Source: an optimization exercise on an open RTL-to-GDS flow (aim: small area). Production flows keep margins and buffers that such runs may drop.
In this exercise RTL edits were held to simulation tests only and were not proved equivalent to the original.
Power and IR drop assume default switching activity.

== run A ==
## riscv_cpu
module riscv_cpu (
    input         clk, reset,
    output [31:0] PC,
    input  [31:0] Instr,
    output        MemWrite,
    output [31:0] Mem_WrAddr, Mem_WrData,
    input  [31:0] ReadData,
    output [31:0] Result
);
Size: roughly 4000 cells after synthesis, roughly 1000 flip-flops, ~200 I/O pins, ~46000 sq um of cells after synthesis.
export LEC_CHECK = 0
export CAP_MARGIN = 10
export CORE_MARGIN = 2
export CORE_UTILIZATION = 55
export GPL_TIMING_DRIVEN = 0
export SETUP_SLACK_MARGIN = 0.25
export SLEW_MARGIN = 10
export SYNTH_HIERARCHICAL = 1
export SYNTH_MINIMUM_KEEP_SIZE = 0
create_clock -name core_clock -period 12.0 [get_ports {clk}]
standard.sh (not shown) runs the stock make flow with config.mk's settings and CLKGATE_MAP_FILE= SYNTH_SCRIPT=/design/flow/synth_recipe.tcl, a recipe that flattens the netlist after the stock synthesis.
==> flow/flow/run.sh <==
#!/bin/bash
# Layout flow: the standard flow (standard.sh) with the standard synthesis
# unchanged; after synthesis two changes:
#  - placement, CTS and routing may not use buffers or inverters larger than
#    size 4, nor the delay cells, so port and repair buffers are small cells;
#  - CTS inserts no dummy loads.
# Each make run's full output goes to its own log here; ORFS's own logs are
# under orfs/logs.
set -euo pipefail
cd "$(dirname "$0")/.."
PLATFORM_DONT_USE=$(sed -n '/export DONT_USE_CELLS/,/[^\\]$/p' "$FLOW_HOME/platforms/$FLOW_PLATFORM/config.mk" \
  | grep -o 'sky130_fd_sc_hd__[A-Za-z0-9_]*' | tr '\n' ' ')
EXTRA=""
for c in buf_6 buf_8 buf_12 buf_16 bufbuf_8 bufbuf_16 bufinv_8 bufinv_16 \
         inv_6 inv_8 inv_12 inv_16 clkinv_8 clkinv_16 clkinvlp_4 clkbuf_16 \
         clkdlybuf4s15_1 clkdlybuf4s15_2 clkdlybuf4s18_1 clkdlybuf4s18_2 \
         clkdlybuf4s25_1 clkdlybuf4s25_2 clkdlybuf4s50_1 clkdlybuf4s50_2 dlygate4sd1_1 dlygate4sd2_1 \
         dlygate4sd3_1 dlymetal6s2s_1 dlymetal6s4s_1 dlymetal6s6s_1; do
  EXTRA="$EXTRA sky130_fd_sc_hd__$c"
done
CTS="-sink_clustering_enable -repair_clock_nets -sink_clustering_size 16 -sink_clustering_max_diameter 80"
CTS="$CTS -buf_list sky130_fd_sc_hd__clkbuf_8 -dont_use_dummy_load"
# 1. the standard synthesis, unchanged
bash standard.sh synth > synth.log 2>&1
# 2. the rest of the standard flow with the changes above
bash standard.sh "DONT_USE_CELLS=$PLATFORM_DONT_USE $EXTRA" "CTS_ARGS=$CTS" finish > layout.log 2>&1
For run B, these inputs were changed with respect to run A:
- swapping 10 for 20 in SLEW_MARGIN
- swapping 0.25 for 0.5 in SETUP_SLACK_MARGIN
- swapping 55 for 50 in CORE_UTILIZATION
- swapping 10 for 20 in CAP_MARGIN
Notes after the runs:
Per the final summary, run A finished and its layout is clean on timing, DRC and antenna. Run B reached the end of the flow, and the finished layout is clean on the timing, DRC and antenna checks. Run B vs. run A: power share of the combinational group went up by 0.2 points. Against run A as the reference, run B delivers a lower time the worst path needs with I/O delays and setup. Looking at average routed wire per standard cell across run B and run A, the one that comes out lower is run A. Compare run B and run A | largest voltage drop on the vdd net higher: run B. Higher number of buffers created by CTS goes to run B over run A. Origin of the worst setup path = Instr[21]: run A; origin of the worst setup path = Instr[24]: run B. Comparing power share of the clock group for run B and run A, the bigger number came from run B. The core of run B is less densely filled than that of run A. NOTE fmax run A->run B increased by a few percent. Run B ended with more final antenna diode count than run A.
What run C does differently from run B at the input level:
- changing SETUP_SLACK_MARGIN from 0.5 to 0.15
- changing CORE_UTILIZATION from 50 to 55
- changing CAP_MARGIN from 20 to 10
- changing SLEW_MARGIN from 20 to 10
-- flow/flow/run.sh --
<<< run B, line 21
CTS="-sink_clustering_enable -repair_clock_nets -sink_clustering_size 16 -sink_clustering_max_diameter 80"
>>> run C, line 21
CTS="-sink_clustering_enable -repair_clock_nets -sink_clustering_size 18 -sink_clustering_max_diameter 80"
==> comparison <==
Status | run C and run B | clean
Cmp run C and run B / total power / lower: run C
Per the comparison of run C with run B, die footprint went down 8400 sq um, die extent in x went down about 4.6%, slew at the pin with the worst max-slew slack went up 0.12 ns, hold slack went up 0.0043 ns.
Diff run C and run B: share of cell area taken by flip-flops and latches higher in run C
For via count, run B and run C come out practically identical.
Detail-routed net length per standard cell in run C is 1.5% below run B.
Run comparison: run B master of the slowest instance on the critical path or3_4; run C master of the slowest instance on the critical path a222oi_1

==> afterwards: timing with drivers on the ports <==
Ports are ideal in the flow. The routed layouts listed here were re-timed in OpenROAD.
Step 1, drivers: a clkbuf_16 drives clk and a buf_2 each remaining input, both assumed.
Step 2 moves the port delays by t, midway between the first and last clock arrival at a register: inputs arrive t later, outputs are due t later. That takes back most of the time a late clock gives input paths.
a / b / c = no drivers / after step 1 / after step 2; a / b = the first two.
| run | shift t [ns] | setup WS [ns] | worst setup path after step 2 |
|---|---|---|---|
| run A | 0.797 | 0.330 / 0.176 / 0.176 | input to output |
| run B | 0.844 | 0.640 / 0.460 / 0.460 | input to output |
| run C | 0.768 | 0.214 / 0.036 / 0.036 | input to output |
After both steps setup and hold are still met in every run listed. For run B, which loses most, drivers alone change the setup slack by -0.180 ns; drivers and shift together by -0.180 ns.
